Background: an optimization exercise with open tools, aiming at a short achievable clock period and few clock cycles. Do not read the settings as production practice. RTL that was checked went through simulation tests only; none was proved equivalent to the original. For run 1, only the layout was checked, not whether the RTL still works. Power figures rest on the tool's default switching activity, not on a simulated workload.

## design/flow/config.mk

```make
export PLATFORM = sky130hd
export DESIGN_NAME = top
export DESIGN_NICKNAME = top
export VERILOG_FILES = /design/flow/design.v
export SDC_FILE = /design/flow/constraint.sdc
export NUM_CORES = 4
export LEC_CHECK = 0
export ABC_CLOCK_PERIOD_IN_PS = 2500
export CAP_MARGIN = 20
export CELL_PAD_IN_SITES_DETAIL_PLACEMENT = 2
export CELL_PAD_IN_SITES_GLOBAL_PLACEMENT = 2
export CORE_MARGIN = 2
export CORE_UTILIZATION = 30
export SETUP_SLACK_MARGIN = 5
export SLEW_MARGIN = 20
export TNS_END_PERCENT = 100
```

## design/flow/constraint.sdc

```tcl
create_clock -name core_clock -period 8.0 [get_ports {clk}]
set_input_delay 1.6000 -clock core_clock [delete_from_list [all_inputs] [get_ports {clk}]]
set_output_delay 1.6000 -clock core_clock [all_outputs]
set_load 0.01 [all_outputs]
```

## design/flow/design.v

```verilog
`timescale 1ns / 1ps
module top(input clk, reset, input [31:0] InstrF, readDataM,
           output memWriteM, output [31:0] ALUResultM, writeDataM, pcF);
  reg  [31:0] pcF_r;
  reg         validD, predTakenD;
  reg  [31:0] InstrD, PCPlus4D, altPC_D;
  reg  [31:0] A_E, B_E, SD_E, altPC_E;
  reg         fA_M, fB_M, fS_L, fS_M;
  reg         addE, subE, sltE, xorE, orE, andE;
  reg         branchE, predTakenE, loadE, storeE, regWriteE;
  reg  [4:0]  rdE;
  reg  [31:0] ALUResultM_r, WD_M;
  reg         memWriteM_r, loadM, regWriteM;
  reg  [4:0]  rdM;
  reg  [31:0] resW;
  reg         regWriteW;
  reg  [4:0]  rdW;
  reg  [31:0] rf [1:31];
  assign pcF        = pcF_r;
  assign ALUResultM = ALUResultM_r;
  assign memWriteM  = memWriteM_r;
  assign writeDataM = WD_M;
  wire mispE;
  wire [6:0]  opF   = InstrF[6:0];
  wire        isJF  = (opF == 7'b1101111);
  wire        isBF  = (opF == 7'b1100011);
  wire        predF = isJF | (isBF & ((InstrF[19:15] == InstrF[24:20]) | InstrF[31]));
  wire [31:0] immBF = {{20{InstrF[31]}}, InstrF[7], InstrF[30:25], InstrF[11:8], 1'b0};
  wire [31:0] immJF = {{12{InstrF[31]}}, InstrF[19:12], InstrF[20], InstrF[30:21], 1'b0};
  wire [31:0] targetJF = pcF_r + immJF;
  wire [31:0] targetBF = pcF_r + immBF;
  wire [31:0] targetF  = ({32{isJF}} & targetJF) | ({32{~isJF}} & targetBF);
  wire [31:0] PCPlus4F = pcF_r + 32'd4;
  wire        stallD;
  wire [31:0] pcNext   = mispE ? altPC_E : stallD ? pcF_r : predF ? targetF : PCPlus4F;
  always @(posedge clk or posedge reset) begin
    if (reset) begin
      pcF_r      <= 32'd0;
      validD     <= 1'b0;
      predTakenD <= 1'b0;
      InstrD     <= 32'd0;
      PCPlus4D   <= 32'd0;
      altPC_D    <= 32'd0;
    end else begin
      pcF_r      <= pcNext;
      if (mispE)
        validD <= 1'b0;
      else if (!stallD)
        validD <= 1'b1;
      if (!stallD) begin
        predTakenD <= predF;
        InstrD     <= InstrF;
        PCPlus4D   <= PCPlus4F;
        altPC_D    <= predF ? PCPlus4F : targetF;
      end
    end
  end
  wire [6:0] op  = InstrD[6:0];
  wire [2:0] f3  = InstrD[14:12];
  wire [4:0] rs1 = InstrD[19:15];
  wire [4:0] rs2 = InstrD[24:20];
  wire [4:0] rd  = InstrD[11:7];
  wire isR = (op == 7'b0110011);
  wire isI = (op == 7'b0010011);
  wire isL = (op == 7'b0000011);
  wire isS = (op == 7'b0100011);
  wire isB = (op == 7'b1100011);
  wire isJ = (op == 7'b1101111);
  wire [31:0] immI = {{20{InstrD[31]}}, InstrD[31:20]};
  wire [31:0] immS = {{20{InstrD[31]}}, InstrD[31:25], InstrD[11:7]};
  wire useA  = isR | isI | isL | isS | isB;
  wire useB  = isR | isB;
  wire useSD = isS;
  wire wrD   = (isR | isI | isL | isJ) & (rd != 5'd0);
  wire [31:0] rf1 = (rs1 == 5'd0) ? 32'd0 : rf[rs1];
  wire [31:0] rf2 = (rs2 == 5'd0) ? 32'd0 : rf[rs2];
  wire [31:0] rw1 = (regWriteW && rdW == rs1) ? resW : rf1;
  wire [31:0] rw2 = (regWriteW && rdW == rs2) ? resW : rf2;
  wire e1 = regWriteE && rdE == rs1;
  wire e2 = regWriteE && rdE == rs2;
  wire m1 = regWriteM && rdM == rs1;
  wire m2 = regWriteM && rdM == rs2;
  wire [31:0] valM = loadM ? readDataM : ALUResultM_r;
  wire [31:0] rv1 = m1 ? valM : rw1;
  wire [31:0] rv2 = m2 ? valM : rw2;
  assign stallD = validD & loadE & ((useA & e1) | (useB & e2));
  wire goE = validD & ~mispE & ~stallD;
  always @(posedge clk or posedge reset) begin
    if (reset) begin
      A_E <= 32'd0; B_E <= 32'd0; SD_E <= 32'd0; altPC_E <= 32'd0;
      fA_M <= 1'b0;
      fB_M <= 1'b0;
      fS_L <= 1'b0; fS_M <= 1'b0;
      addE <= 1'b0; subE <= 1'b0; sltE <= 1'b0; xorE <= 1'b0; orE <= 1'b0; andE <= 1'b0;
      branchE <= 1'b0; predTakenE <= 1'b0; loadE <= 1'b0; storeE <= 1'b0;
      regWriteE <= 1'b0; rdE <= 5'd0;
    end else begin
      A_E  <= isJ ? PCPlus4D : rv1;
      B_E  <= useB ? rv2 : isJ ? 32'd0 : isS ? immS : immI;
      SD_E <= rv2;
      altPC_E <= altPC_D;
      fA_M <= useA & e1;
      fB_M <= useB & e2;
      fS_L <= useSD & e2 & loadE;
      fS_M <= useSD & e2 & ~loadE;
      addE <= isL | isS | isJ | ((isR | isI) & f3 == 3'b000 & ~(isR & InstrD[30]));
      subE <= isR & f3 == 3'b000 & InstrD[30];
      sltE <= (isR | isI) & f3 == 3'b010;
      xorE <= (isR | isI) & f3 == 3'b100;
      orE  <= (isR | isI) & f3 == 3'b110;
      andE <= (isR | isI) & f3 == 3'b111;
      predTakenE <= predTakenD;
      rdE  <= rd;
      branchE   <= goE & isB;
      loadE     <= goE & isL;
      storeE    <= goE & isS;
      regWriteE <= goE & wrD;
    end
  end
  wire [31:0] srcA = fA_M ? ALUResultM_r : A_E;
  wire [31:0] srcB = fB_M ? ALUResultM_r : B_E;
  wire [31:0] sdE  = ({32{fS_L}} & readDataM) | ({32{fS_M}} & ALUResultM_r) |
                     ({32{~(fS_L | fS_M)}} & SD_E);
  wire [31:0] sum  = srcA + srcB;
  wire [31:0] diff = srcA - srcB;
  wire        lt   = $signed(srcA) < $signed(srcB);
  wire [31:0] aluE = ({32{addE}} & sum) | ({32{subE}} & diff) |
                     ({32{andE}} & (srcA & srcB)) | ({32{orE}} & (srcA | srcB)) |
                     ({32{xorE}} & (srcA ^ srcB)) | {31'd0, sltE & lt};
  wire        eqE  = (srcA == srcB);
  assign mispE = branchE & (eqE ^ predTakenE);
  always @(posedge clk or posedge reset) begin
    if (reset) begin
      ALUResultM_r <= 32'd0; WD_M <= 32'd0;
      memWriteM_r <= 1'b0; loadM <= 1'b0; regWriteM <= 1'b0; rdM <= 5'd0;
    end else begin
      ALUResultM_r <= aluE;
      WD_M         <= sdE;
      memWriteM_r  <= storeE;
      loadM        <= loadE;
      regWriteM    <= regWriteE;
      rdM          <= rdE;
    end
  end
  integer i;
  always @(posedge clk or posedge reset) begin
    if (reset) begin
      resW <= 32'd0; regWriteW <= 1'b0; rdW <= 5'd0;
      for (i = 1; i < 32; i = i + 1) rf[i] <= 32'd0;
    end else begin
      resW      <= loadM ? readDataM : ALUResultM_r;
      regWriteW <= regWriteM;
      rdW       <= rdM;
      if (regWriteW) rf[rdW] <= resW;
    end
  end
endmodule
```

## design/flow/run.sh

```bash
#!/bin/bash
# synth_recipe.tcl (not shown) runs the flow's synth.tcl, then flattens the netlist and writes it again
# the make line also repeats each setting of config.mk as NAME=value (left out here)
make -C /OpenROAD-flow-scripts/flow DESIGN_CONFIG=/design/flow/config.mk WORK_HOME=/design/flow/orfs CLKGATE_MAP_FILE= SYNTH_SCRIPT=/design/flow/synth_recipe.tcl finish
```

==> results by group, run 1 <==
Timing
  – RSZ-0062 raised after global routing: true
  – Worst rel slew slack: 0.05889
  – Achievable Freq: ~240 MHz
  – Hold Fails Final Rpt: 0
  – WHS: between 0.3 and 0.4 ns
  – Setup_tns: 0 ns
  – Fin crit period: around 4.2 ns
  – Endpoints failing setup: 0
  – Setup Skew: approximately 0.067 ns
  – Crit share post-route: 0.5237
  – Pins Over Slew Limit: 0
  – Slew @ Worst Pin: 1.401 ns

Status
  – Outcome: complete, no violations

Floorplanning
  – Die footprint: between 200000 and 250000 um^2
  – Core Rows: 180
  – Die W: between 400 and 500 um
  – I/O pin cnt: roughly 160
  – Die Span Y: 495.9 um
  – Initial Util: 0.3018
  – Core Region: between 200000 and 250000 um^2

Clock tree
  – Clock buffer depth: 3
  – Clk Tree Root Cell: clkbuf_16
  – Clk latency of the worst-skew pair: slightly above 0.9 ns
  – Clk pin slew, worst setup/hold paths: 0.06 ns
  – CTS tree: built
  – H-tree depth: 4
  – Quantity of hold-fixing buffers added after cts: 0
  – Number of buffers created by CTS: around 160
  – Clk sinks: approximately 1400

Route
  – DRC: 0
  – Initial DRC count: 10662
  – Total Wirelength: between 400 and 500 mm
  – Post-DRT Antenna Nets: 0
  – DR vias/cell: ~6.7
  – Routed len/inst: 44.76 um
  – Detailed Routing Iterations Pass 1: 8
  – Via Count: approximately 73000

Final layout
  – Layout cells sized above 1: 0.4719
  – Syn-to-layout area delta: 41.23%
  – Fin util: 0.4262
  – Multi-input gate area in the final layout: around 42000 um^2
  – Final nets: 7850
  – Most frequent cells in the layout: 1292 x dfrtp_1, 995 x mux2_2, 669 x buf_4
  – Fillers: about 24000
  – Commonest non-fill, non-tap cell in the layout: dfrtp_1
  – Register area: between 30000 and 40000 um^2
  – Post-Layout Cell Count: around 11000

Setup path
  – Largest fanout on the critical path: 5
  – CP Capture Type: flop
  – Crit path buf inv count: 8
  – Worst setup SP type: flop
  – Crit path cell chain: buf_12 > nand3b_1 > buf_6 > nor2_4 > buf_6 > buf_8 > buf_6 > buf_6 > buf_4 > a21oi_1 > nand4_1 > nor4_4 > buf_4 > nor3_2 > a211oi_2 > a21oi_2 > o2bb2ai_2
  – R2r setup slk: between 3 and 4 ns
  – Worst Path Arrival: just under 5 ns
  – CP max stage cell: nor4_4
  – Crit-path most repeated cell: buf_6
  – CP peak stage delay: just under 1 ns
  – Critical path's top delay family: simple AND/OR/NAND/NOR gates
  – Crit path kind: flop to flop
  – Data required, critical path: between 8 and 9 ns

Synthesis
  – Register area share after synthesis: 0.4758
  – Post-Syn Nets: roughly 6900
  – Top_reg_cell synth: dfrtp_1
  – Yosys warnings: 2
  – Asr flop ratio synth: 1.000
  – Syn Inst Count: 6717
  – Post-synth EDFFs: 0
  – Yosys cell types: 91
  – #FFs+latches synth: 1380
  – Mean Syn Cell Area: ~11 um^2
  – Synth Cell Area: roughly 73000 um^2

Power and ir drop
  – Pwr dens: about 200 nW/um^2
  – Tot Pwr: 20.42 mW
  – Max rail drop VDD: slightly above 0.2 mV
  – Leakage power: ~46 nW
  – Clock Power Share: 0.387
  – Comb power frac: 0.229
  – P_int: 13.74 mW
  – Sw Ratio: 0.3272
  – NetSw: ~6.7 mW
  – Sequential power share: 0.385

Global routing
  – Largest net degree at the start of global routing: roughly 160
  – GRT Resource Usage Total: 0.3669
  – Vias in the first global route: between 70000 and 80000
  – GRT overflow: 0
  – First-pass GRT wire length: about 630 mm
  – Initial antenna violation count: 38

Flow run
  – Max-Cap Viols: 0

Placed design
  – IO buf count: approximately 160
  – Placed cell count: slightly below 10000
  – Gpl congestion: approximately 0.89
  – DP HPWL: 249.6 mm

Worst hold path
  – Hold crit path type: flop to flop
==> cell usage after synthesis, types with 97 or more instances <==
library cell  instances  area [um^2]
inv_1               154        578.1
dfrtp_1            1380        34530
o21ai_0             165        825.8
a22o_1              112        980.9
clkbuf_1            330         1239
nand2_1             476         1787
mux2_2              995        11200
buf_2               168        840.8
nand3_1              97        485.5
mux2i_1             108         1081
a21oi_1             341         1707
nor3_1              135        675.7
nor2_1              274         1028
nand4_1             157        982.2
a221oi_1            119         1042
a22oi_1             661         4962
ha_1                140         1752
==> power groups by stage <==
stage / Sequential, mW / Clock, mW / Combinational [mW]
after floorplan: 7.78 / 0 / 1.64
final: 7.85 / 7.89 / 4.67
after global placement: 8.01 / 0 / 2.66
after global routing: 7.87 / 8.17 / 4.87
after detailed placement: 8.03 / 0 / 2.72
after CTS: 7.80 / 7.86 / 3.74
==> what timing repair did <==
item | CTS | global route
hold endpoints to repair | 0 | 0
buffers inserted | 555 | 327
pin swaps | 388 | 486
resized for setup | 1718 | 860
setup endpoints to repair | 1374 | 972
gates cloned | 48 | 25
==> layer usage <==
metal | GRT usage | vias up | routed length, um
met5 | 0 | - | 396
met4 | 0.2245 | 30 | 39440
met3 | 0.1268 | 2031 | 59170
met2 | 0.5261 | 5616 | 204200
met1 | 0.4728 | 38519 | 188000
li1 | - | 27116 | -
==> worst reg2reg max path: cells and delay by family, from the launching register on <==
kind / cells / cell delay (ns)
and+or+nand+nor: 5 / 1.48
buffers and inverters: 8 / 1.31
AOI/OAI and AO/OA: 4 / 0.76
DFF: 1 / 0.50
==> area by class of cell <==
cell class,count,share of cell area
inverter,154,0.005834
timing repair buffer,1342,0.1500
clock inverter,56,0.007055
sequential,1380,0.3381
tap,3185,0.03887
antenna,28,0.0006835
multi-input combinational,4599,0.4134
clock buffer,230,0.04584
timing repair inverter,2,0.0001465
==> state kept, by name (all words and copies together), names as in the netlist, 5 cells and up <==
| signal | cells |
|---|---|
| rdM | 5 |
| pcF_r | 32 |
| altPC_D | 32 |
| B_E | 32 |
| rdE | 5 |
| rf | 992 |
| InstrD | 32 |
| rdW | 5 |
| WD_M | 32 |
| ALUResultM_r | 32 |
| A_E | 32 |
| altPC_E | 32 |
| PCPlus4D | 32 |
| resW | 32 |
| SD_E | 32 |
==> through the flow <==
stage	worst slack, ns	cell area [um^2]
after floorplan	-12.69	72590
after global placement	2.305	78400
after detailed placement	2.294	78440
after CTS	4.290	95500
after global routing	3.960	102500
final	3.811	102500
==> final timing paths <==
check	cells after the start	from	endpoint
min in group asynchronous	2	reset	rf[29][0]$_DFFE_PP0P_
min reg2reg	0	altPC_D[17]$_DFFE_PP0N_	altPC_E[17]$_DFF_PP0_
max	17	InstrD[22]$_DFFE_PP0N_	B_E[4]$_DFF_PP0_
max in group asynchronous	5	reset	rf[24][12]$_DFFE_PP0P_
min	0	altPC_D[17]$_DFFE_PP0N_	altPC_E[17]$_DFF_PP0_
max reg2reg	17	InstrD[22]$_DFFE_PP0N_	B_E[4]$_DFF_PP0_
==> cells by family after synthesis <==
logic type	share of synthesized area
AOI/OAI and AO/OA	0.1820
xor gates and xnor gates	0.01424
adders and majority gates	0.02524
buffers and inverters	0.04230
DFF	0.4758
muxes	0.1693
and+or+nand+nor	0.09121
==> run 2: changes to the inputs <==
--- a/design/flow/design.v
+++ b/design/flow/design.v
@@ -5,7 +5,7 @@
   reg         validD, predTakenD;
   reg  [31:0] InstrD, PCPlus4D, altPC_D;
   reg  [31:0] A_E, B_E, SD_E, altPC_E;
-  reg         fA_M, fB_M, fS_L, fS_M;
+  reg         fA_L, fA_M, fA_W, fB_L, fB_M, fB_W, fS_L, fS_M, fS_W;
   reg         addE, subE, sltE, xorE, orE, andE;
   reg         branchE, predTakenE, loadE, storeE, regWriteE;
   reg  [4:0]  rdE;
@@ -29,10 +29,9 @@
   wire [31:0] immJF = {{12{InstrF[31]}}, InstrF[19:12], InstrF[20], InstrF[30:21], 1'b0};
   wire [31:0] targetJF = pcF_r + immJF;
   wire [31:0] targetBF = pcF_r + immBF;
-  wire [31:0] targetF  = ({32{isJF}} & targetJF) | ({32{~isJF}} & targetBF);
+  wire [31:0] targetF  = isJF ? targetJF : targetBF;
   wire [31:0] PCPlus4F = pcF_r + 32'd4;
-  wire        stallD;
-  wire [31:0] pcNext   = mispE ? altPC_E : stallD ? pcF_r : predF ? targetF : PCPlus4F;
+  wire [31:0] pcNext   = mispE ? altPC_E : predF ? targetF : PCPlus4F;
   always @(posedge clk or posedge reset) begin
     if (reset) begin
       pcF_r      <= 32'd0;
@@ -43,16 +42,11 @@
       altPC_D    <= 32'd0;
     end else begin
       pcF_r      <= pcNext;
-      if (mispE)
-        validD <= 1'b0;
-      else if (!stallD)
-        validD <= 1'b1;
-      if (!stallD) begin
-        predTakenD <= predF;
-        InstrD     <= InstrF;
-        PCPlus4D   <= PCPlus4F;
-        altPC_D    <= predF ? PCPlus4F : targetF;
-      end
+      validD     <= ~mispE;
+      predTakenD <= predF;
+      InstrD     <= InstrF;
+      PCPlus4D   <= PCPlus4F;
+      altPC_D    <= predF ? PCPlus4F : targetF;
     end
   end
   wire [6:0] op  = InstrD[6:0];
@@ -74,23 +68,19 @@
   wire wrD   = (isR | isI | isL | isJ) & (rd != 5'd0);
   wire [31:0] rf1 = (rs1 == 5'd0) ? 32'd0 : rf[rs1];
   wire [31:0] rf2 = (rs2 == 5'd0) ? 32'd0 : rf[rs2];
-  wire [31:0] rw1 = (regWriteW && rdW == rs1) ? resW : rf1;
-  wire [31:0] rw2 = (regWriteW && rdW == rs2) ? resW : rf2;
+  wire [31:0] rv1 = (regWriteW && rdW == rs1) ? resW : rf1;
+  wire [31:0] rv2 = (regWriteW && rdW == rs2) ? resW : rf2;
   wire e1 = regWriteE && rdE == rs1;
   wire e2 = regWriteE && rdE == rs2;
   wire m1 = regWriteM && rdM == rs1;
   wire m2 = regWriteM && rdM == rs2;
-  wire [31:0] valM = loadM ? readDataM : ALUResultM_r;
-  wire [31:0] rv1 = m1 ? valM : rw1;
-  wire [31:0] rv2 = m2 ? valM : rw2;
-  assign stallD = validD & loadE & ((useA & e1) | (useB & e2));
-  wire goE = validD & ~mispE & ~stallD;
+  wire goE = validD & ~mispE;
   always @(posedge clk or posedge reset) begin
     if (reset) begin
       A_E <= 32'd0; B_E <= 32'd0; SD_E <= 32'd0; altPC_E <= 32'd0;
-      fA_M <= 1'b0;
-      fB_M <= 1'b0;
-      fS_L <= 1'b0; fS_M <= 1'b0;
+      fA_L <= 1'b0; fA_M <= 1'b0; fA_W <= 1'b0;
+      fB_L <= 1'b0; fB_M <= 1'b0; fB_W <= 1'b0;
+      fS_L <= 1'b0; fS_M <= 1'b0; fS_W <= 1'b0;
       addE <= 1'b0; subE <= 1'b0; sltE <= 1'b0; xorE <= 1'b0; orE <= 1'b0; andE <= 1'b0;
       branchE <= 1'b0; predTakenE <= 1'b0; loadE <= 1'b0; storeE <= 1'b0;
       regWriteE <= 1'b0; rdE <= 5'd0;
@@ -99,10 +89,15 @@
       B_E  <= useB ? rv2 : isJ ? 32'd0 : isS ? immS : immI;
       SD_E <= rv2;
       altPC_E <= altPC_D;
-      fA_M <= useA & e1;
-      fB_M <= useB & e2;
+      fA_L <= useA & e1 & loadE;
+      fA_M <= useA & e1 & ~loadE;
+      fA_W <= useA & ~e1 & m1;
+      fB_L <= useB & e2 & loadE;
+      fB_M <= useB & e2 & ~loadE;
+      fB_W <= useB & ~e2 & m2;
       fS_L <= useSD & e2 & loadE;
       fS_M <= useSD & e2 & ~loadE;
+      fS_W <= useSD & ~e2 & m2;
       addE <= isL | isS | isJ | ((isR | isI) & f3 == 3'b000 & ~(isR & InstrD[30]));
       subE <= isR & f3 == 3'b000 & InstrD[30];
       sltE <= (isR | isI) & f3 == 3'b010;
@@ -117,10 +112,12 @@
       regWriteE <= goE & wrD;
     end
   end
-  wire [31:0] srcA = fA_M ? ALUResultM_r : A_E;
-  wire [31:0] srcB = fB_M ? ALUResultM_r : B_E;
+  wire [31:0] srcA = ({32{fA_L}} & readDataM) | ({32{fA_M}} & ALUResultM_r) |
+                     ({32{fA_W}} & resW) | ({32{~(fA_L | fA_M | fA_W)}} & A_E);
+  wire [31:0] srcB = ({32{fB_L}} & readDataM) | ({32{fB_M}} & ALUResultM_r) |
+                     ({32{fB_W}} & resW) | ({32{~(fB_L | fB_M | fB_W)}} & B_E);
   wire [31:0] sdE  = ({32{fS_L}} & readDataM) | ({32{fS_M}} & ALUResultM_r) |
-                     ({32{~(fS_L | fS_M)}} & SD_E);
+                     ({32{fS_W}} & resW) | ({32{~(fS_L | fS_M | fS_W)}} & SD_E);
   wire [31:0] sum  = srcA + srcB;
   wire [31:0] diff = srcA - srcB;
   wire        lt   = $signed(srcA) < $signed(srcB);
==> results by group, run 2 <==
Clock tree
  – Clk pin slew, worst setup/hold paths: 0.07 ns (about the same)
  – Clk latency of the worst-skew pair: 0.93 ns (about the same)
  – Clk Tree Root Cell: clkbuf_16
  – Clk sinks: 1384 (+0.29%)
  – Clock buffer depth: 3 (unchanged)
  – CTS tree: built
  – Quantity of hold-fixing buffers added after cts: 0 (unchanged)
  – H-tree depth: 4 (unchanged)
  – Number of buffers created by CTS: 164 (+1.9%)

Synthesis
  – Yosys top cell area share: 0.4913 (+0.01557)
  – Post-Syn Nets: 6573 (-5.1%)
  – Synth Cell Area: 70490 um^2 (-2.9%)
  – Mean Syn Cell Area: 11.05 um^2 (+2.3%)
  – Top cells by count, synth: 1384 x dfrtp_1, 1033 x mux2_2, 552 x nand2_1
  – Yosys warnings: 2 (unchanged)
  – Dominant cell type by area after synthesis: dfrtp_1
  – Register area share after synthesis: 0.4913 (+0.01557)
  – Top-count cell post-synth: dfrtp_1
  – Yosys cell types: 81 (-11%)
  – Top_reg_cell synth: dfrtp_1
  – Asr flop ratio synth: 1.000 (unchanged)
  – Area contributors post-synth: dfrtp_1 49%, mux2_2 17%, a22oi_1 5.6%, nand2_1 2.9%, clkbuf_1 2.3%
  – Syn Inst Count: 6377 (-5.1%)
  – Post-synth EDFFs: 0 (unchanged)
  – #FFs+latches synth: 1384 (+0.29%)

Route
  – Detailed Routing Iterations Pass 1: 9 (+1)
  – Post-DRT Antenna Nets: 0 (unchanged)
  – Via Count: 68014 (-7.2%)
  – Routed len/inst: 43.33 um (-3.2%)
  – Total Wirelength: 447.1 mm (-9.0%)
  – DR vias/cell: 6.591 (-1.3%)
  – Initial DRC count: 10213 (-4.2%)
  – DRC: 0 (unchanged)

Setup path
  – Crit path kind: input port to flop
  – Critical path's top delay family: compound AO/OA/AOI/OAI gates
  – Crit path cell chain: buf_8 > nor2b_4 > nand4_1 > nor2_2 > buf_6 > mux2_4 > ha_4 > fa_2 > a211oi_4 > nor3_2 > o2111ai_2 > a21boi_2 > o31ai_2 > buf_4 > o21ai_4 > a21o_1 > a31o_2 > xnor2_2 > mux2i_1
  – CP max stage cell: fa_2
  – Worst Path Arrival: 5.08 ns (+0.14 ns)
  – CP peak stage delay: 0.40 ns (-0.57 ns)
  – Largest fanout on the critical path: 6 (+1)
  – R2r setup slk: 3.85 ns (+0.04 ns)
  – Worst path depth: 19 (+2)
  – Worst r2r path cells: 18 (+1)
  – Data required, critical path: 8.74 ns (about the same)
  – Crit path buf inv count: 3 (-5)
  – CP Capture Type: flop
  – Worst setup SP type: input port

Global routing
  – GRT overflow: 0 (unchanged)
  – GRT Resource Usage Total: 0.3531 (-0.01384)
  – Largest net degree at the start of global routing: 154 (-1.3%)
  – Vias in the first global route: 68878 (-5.1%)
  – Initial antenna violation count: 33 (-13%)
  – First-pass GRT wire length: 588.7 mm (-6.0%)

Final layout
  – Most frequent cells in the layout: 1322 x dfrtp_1, 1030 x mux2_2, 555 x buf_4
  – Final nets: 7251 (-7.6%)
  – Syn-to-layout area delta: 34.37%
  – Most flop-heavy register: rf
  – Largest register FFs: 992 (unchanged)
  – Fin util: 0.4062 (-0.02004)
  – Commonest non-fill, non-tap cell in the layout: dfrtp_1
  – Layout cells sized above 1: 0.4375 (-0.03433)
  – Finished Cell Area: 94710 um^2 (-7.6%)

Flow run
  – Max-Cap Viols: 0 (unchanged)

Timing
  – Hold Fails Final Rpt: 0 (unchanged)
  – Achievable Freq: 230.2 MHz (-3.5%)
  – Crit share post-route: 0.5429 (+0.01927)
  – Setup slack after layout: 3.657 ns (-0.1542 ns)
  – Setup Skew: 0.08419 ns (+0.01723 ns)
  – Worst rel slew slack: 0.1544 (+0.09555)
  – Slew @ Worst Pin: 1.268 ns (-0.1328 ns)
  – RSZ-0062 raised after global routing: true
  – Setup_tns: 0 ns (unchanged)
  – Fin crit period: 4.343 ns (+0.1542 ns)
  – Pins Over Slew Limit: 0 (unchanged)
  – Endpoints failing setup: 0 (unchanged)

Worst hold path
  – Hold crit path type: flop to flop
  – Hold depth: 0 (unchanged)

Status
  – Outcome: complete, no violations

Power and ir drop
  – Leakage power: 43.15 nW (-5.8%)
  – Pwr dens: 201.8 nW/um^2 (+1.3%)
  – Max rail drop VDD: 0.2523 mV (+24%)
  – Tot Pwr: 19.11 mW (-6.4%)

Placed design
  – Gpl congestion: 0.9087 (+2.1%)
  – IO buf count: 162 (unchanged)
  – Pre-CTS WS: 1.528 ns (-0.7663 ns)
  – DP HPWL: 242.0 mm (-3.0%)
  – Placed cell areas: 76440 um^2 (-2.5%)

Floorplanning
  – Die W: 488.7 um (-1.4%)
  – Core Region: 233200 um^2 (-3.0%)
  – Die Span Y: 488.7 um (-1.4%)
  – Initial Util: 0.3023 (+0.0004993)
  – Die footprint: 238900 um^2 (-2.9%)
  – I/O pin cnt: 163 (unchanged)
  – Core Rows: 177 (-1.7%)
[run 2: changes by cell type after synthesis, moves of 33 or more]
cell / delta
a222oi_1: +89
a22o_1: +53
a21oi_1: -128
nor3_1: -63
a22oi_1: -139
buf_2: -110
mux2i_1: -103
mux2_2: +38
clkbuf_1: +109
a211oi_1: -49
nand2_1: +76
nor2_1: -33
a221oi_1: +51
[run 2: timing repair]
action / 4_1_cts / 5_1_grt
pin swaps: 446 / 401
endpoints found under the setup margin: 662 / 621
setup buffers: 497 / 162
gates cloned: 27 / 17
gates resized for setup: 1597 / 441
[run 2: final timing paths]
check	start	end
setup / recovery	InstrF[4]	altPC_D[29]$_DFF_PP0_
hold / removal	altPC_D[26]$_DFF_PP0_	altPC_E[26]$_DFF_PP0_
setup reg to reg	fB_L$_DFF_PP0_	ALUResultM_r[24]$_DFF_PP0_
hold reg to reg	altPC_D[26]$_DFF_PP0_	altPC_E[26]$_DFF_PP0_
max in group asynchronous	reset	ALUResultM_r[25]$_DFF_PP0_
min in group asynchronous	reset	rf[20][4]$_DFFE_PP0P_
[run 2: cell type report]
cell class	instances	area, um^2
fillers	23374	138500
multi-input cells	4262	37880
flip-flops and latches	1384	34720
repair buffers	1101	11950
clock buffers	234	4750
well taps	3132	3919
clock inverters	56	874.6
inverters	140	585.6
diodes	9	22.52
repair inverters	2	13.76
[run 2: cell families (layout without fill, tap and decap cells)]
kind of cell             Yosys count  count (layout)  share of synthesized area
AO/OA/AOI/OAI                   1708            1708                     0.1819
AND/OR/NAND/NOR                 1265            1265                    0.08254
flip-flops                      1384            1384                     0.4913
buffers and inverters            731            1533                    0.04012
XOR/XNOR                         121             121                    0.01503
adder cells (fa/ha/maj)          130             130                    0.02339
other                              0               9                          0
multiplexers                    1038            1038                     0.1657
[run 2: stage by stage]
stage / instances / hold WS, ns
3_5_place_dp: 9318 / 0.3358
6_report: 10320 / 0.3417
4_1_cts: 10132 / 0.3480
5_1_grt: 10312 / 0.3534
3_3_place_gp: 9316 / 0.3312
2_1_floorplan: 6377 / 0.3312
[run 2: per-layer routing]
metal | global-route usage | vias up | part of all wire
met1 | 0.4747 | 36307 | 0.40
met2 | 0.5113 | 4753 | 0.42
met3 | 0.09039 | 1512 | 0.11
li1 | - | 25416 | -
met5 | 0 | - | 0.00099
met4 | 0.2055 | 26 | 0.075
[run 2: report_power, final]
part / switching, mW / total (mW) / internal [mW] / leakage [nW]
registers: 0.325 / 7.70 / 7.38 / 18.7
logic: 1.97 / 3.26 / 1.30 / 21.7
clock network: 3.48 / 8.14 / 4.66 / 2.73
total: 5.77 / 19.1 / 13.3 / 43.1
Testbench counts of run 2, summed over its fixed seeds: cycles 18,568.

-- re-timing with driven ports --
How much do the figures lean on ideal ports? The routed layouts below were timed once more, with nothing changed but the port constraints.
Step 1, drivers: a clkbuf_16 drives clk and a buf_2 each remaining input, both assumed.
Step 2 moves the port delays by t, midway between the first and last clock arrival at a register: inputs arrive t later, outputs are due t later. That takes back most of the time a late clock gives input paths.
Slacks: ideal ports / drivers / drivers and shift; pairs: ideal ports / drivers.
| run | t, ns | slack for setup (ns) | slew at the worst register clock pin (ns) | worst slew at a driven data input, ns |
|---|---|---|---|---|
| run 1 | 1.003 | 3.811 / 3.811 / 3.628 | 0.08 / 0.08 | 0.13 |
| run 2 | 0.978 | 3.657 / 3.711 / 2.732 | 0.09 / 0.09 | 0.20 |
After both steps setup and hold are still met in every run listed. For run 2, which loses most, drivers alone change the setup slack by +0.054 ns; drivers and shift together by -0.925 ns.
